Context: an optimization exercise on an open-source flow, tuned for small area, a short achievable clock period and few clock cycles. The choices shown serve that exercise and are no tape-out recipe. At most, simulation tests tie the RTL to the original design; equivalence was not proved.

old:
## cpu_system
module cpu_system(
    input          clk,
    input          reset,
    output         imem_read,
    output [5:0]   imem_addr,
    input  [127:0] imem_rdata,
    input          imem_busywait,
    output         dmem_read,
    output         dmem_write,
    output [5:0]   dmem_addr,
    output [31:0]  dmem_wdata,
    input  [31:0]  dmem_rdata,
    input          dmem_busywait,
    output         ret_valid,
    output [31:0]  ret_pc,
    output         ret_rf_we,
    output [2:0]   ret_rf_waddr,
    output [7:0]   ret_rf_wdata
);
    localparam OP_LOADI = 4'd0,  OP_ADD = 4'd1,  OP_SUB = 4'd2,  OP_OR  = 4'd3,
               OP_AND   = 4'd4,  OP_NOP = 4'd5,  OP_BEQ = 4'd6,  OP_BNE = 4'd7,
               OP_LSL   = 4'd8,  OP_LSR = 4'd9,  OP_ASR = 4'd10, OP_ROR = 4'd11,
               OP_LWI   = 4'd12, OP_LWD = 4'd13, OP_SWI = 4'd14, OP_SWD = 4'd15;
    function [15:0] compress(input [31:0] ins, input [7:0] pclo);
        reg [4:0]  op;
        reg [2:0]  rd, rs, rt;
        reg [7:0]  tgt;
        reg [14:0] nb;
        begin
            op  = ins[28:24];
            rd  = ins[18:16];
            rs  = ins[10:8];
            rt  = ins[2:0];
            tgt = pclo + 8'd1 + ins[23:16];
            case (op)
                5'd0:  nb = {OP_OR,  rd, 2'b00, rt, rt};
                5'd1:  nb = {OP_LOADI, rd, ins[7:0]};
                5'd2:  nb = {OP_ADD, rd, 2'b00, rs, rt};
                5'd3:  nb = {OP_SUB, rd, 2'b00, rs, rt};
                5'd4:  nb = {OP_OR,  rd, 2'b00, rs, rt};
                5'd5:  nb = {OP_AND, rd, 2'b00, rs, rt};
  ...
export LEC_CHECK = 0
export CAP_MARGIN = 20
export CORE_MARGIN = 2
export CORE_UTILIZATION = 70
export CTS_BUF_LIST = sky130_fd_sc_hd__clkbuf_8
export SLEW_MARGIN = 20
create_clock -name core_clock -period 10.0 [get_ports {clk}]
standard.sh (not shown) runs the stock make flow with config.mk's settings and CLKGATE_MAP_FILE= SYNTH_SCRIPT=/design/flow/synth_recipe.tcl, a recipe that flattens the netlist after the stock synthesis.
==> flow/flow/run.sh <==
#!/bin/bash
# The standard layout (the standard.sh), with timing repair aiming below
# the clock period, and plain buffers on the ports. The whole make output goes
# to standard_flow.log here; each tool's own log is under orfs/logs/.
set -euo pipefail
bash standard.sh SETUP_SLACK_MARGIN=8 TNS_END_PERCENT=0 "BUFFER_PORTS_ARGS=-buffer_cell sky130_fd_sc_hd__buf_2" finish > standard_flow.log 2>&1
old | status: complete | timing, DRC, antenna: pass
Here is what was changed in the inputs of new compared with old.
--- a/flow/design.v
+++ b/flow/design.v
@@ -199,31 +199,44 @@
             xsh    <= C[2:0];
             ximm   <= c_imm;
             xpc    <= pcf;
             xa     <= fa;
             xb     <= fb;
         end
     end
+    wire [5:0]  nblk      = pcf[7:2] + 6'd1;
+    wire        nhit      = ic_valid[nblk[2:0]] && (ic_tag[nblk[2:0]] == nblk[5:3]);
+    wire        fseq_miss = fhit && !c_pt && (pcf[1:0] == 2'd3) && !nhit && !xhold && !mispred;
     always @(posedge clk) begin
         if (reset) begin
             ireq     <= 1'b0;
             ic_valid <= 8'd0;
         end else if (ireq) begin
             if (!imem_busywait) begin
                 ireq <= 1'b0;
                 ic_valid[iaddr[2:0]] <= 1'b1;
             end
         end else if (!fhit && !mispred) begin
             ireq  <= 1'b1;
             iaddr <= pcf[7:2];
+        end else if (fseq_miss) begin
+            ireq  <= 1'b1;
+            iaddr <= nblk;
         end
     end
+    reg         pupd, ptaken;
+    reg  [4:0]  pidx;
+    always @(posedge clk) begin
+        pupd   <= mispred && !reset;
+        ptaken <= x_taken;
+        pidx   <= xpc[4:0];
+    end
     always @(posedge clk) begin
-        if (mispred)
-            pbit[xpc[4:0]] <= x_taken;
+        if (pupd)
+            pbit[pidx] <= ptaken;
         if (ireq && !imem_busywait)
             pbit[{iaddr[2:0], 2'd0} +: 4] <= {predict(imem_rdata[127:96]), predict(imem_rdata[95:64]),
                                               predict(imem_rdata[63:32]),  predict(imem_rdata[31:0])};
     end
     always @(posedge clk) begin
         if (ireq && !imem_busywait) begin
             ic_tag[iaddr[2:0]] <= iaddr[5:3];
==> comparison <==
No stage failed in new, and the final checks on the layout all came back clean.
new vs. old: required time at the worst-slack endpoint moved down; global routing usage on met3 -1.0 points; area growth from synthesis to layout decreased by 0.51 points relative to the old numbers; die span in y moved up; post-route cell area saw an increase.
new: layout inverter count without the clock tree 12 above old
Run comparison: old worst setup path endpoint pcf[4]$_SDFFE_PP0P_; new worst setup path endpoint xa[4]$_DFFE_PN_
old ended up with sky130_fd_sc_hd__a222oi_1 as its library cell contributing the largest single delay on the critical path; new ended up with sky130_fd_sc_hd__dfxtp_4.
new vs old: wire length of the first global-routing pass down slightly
Testbench counts of new, summed over its fixed seeds: cycles 132,922.
No functional check of the RTL was part of old.

==> separate check: timing with driven ports <==
Ports are ideal in the flow. The routed layouts listed here were re-timed in OpenROAD.
Step 1 (the two cells are an assumption about what drives the block):
set clk [get_ports {clk}]
set_driving_cell -lib_cell sky130_fd_sc_hd__clkbuf_16 $clk
set_driving_cell -lib_cell sky130_fd_sc_hd__buf_2 [delete_from_list [all_inputs] $clk]
Step 2, shift: input delay + t, output delay - t, t = (earliest + latest rising clock arrival at the registers) / 2. This alone moves slack from input paths to output paths.
Three values: ideal ports, drivers, drivers and shift; two values: the first two.
run | shift t [ns] | setup WS [ns] | worst register clock-pin slew, ns | worst data-port slew with drivers (ns)
old | 0.893 | 6.276 / 6.276 / 5.567 | 0.08 / 0.08 | 0.10
new | 0.888 | 6.349 / 6.349 / 5.664 | 0.08 / 0.08 | 0.12
After both steps setup and hold are still met in every run listed. For old, which loses most, drivers alone change the setup slack by 0.000 ns; drivers and shift together by -0.709 ns.
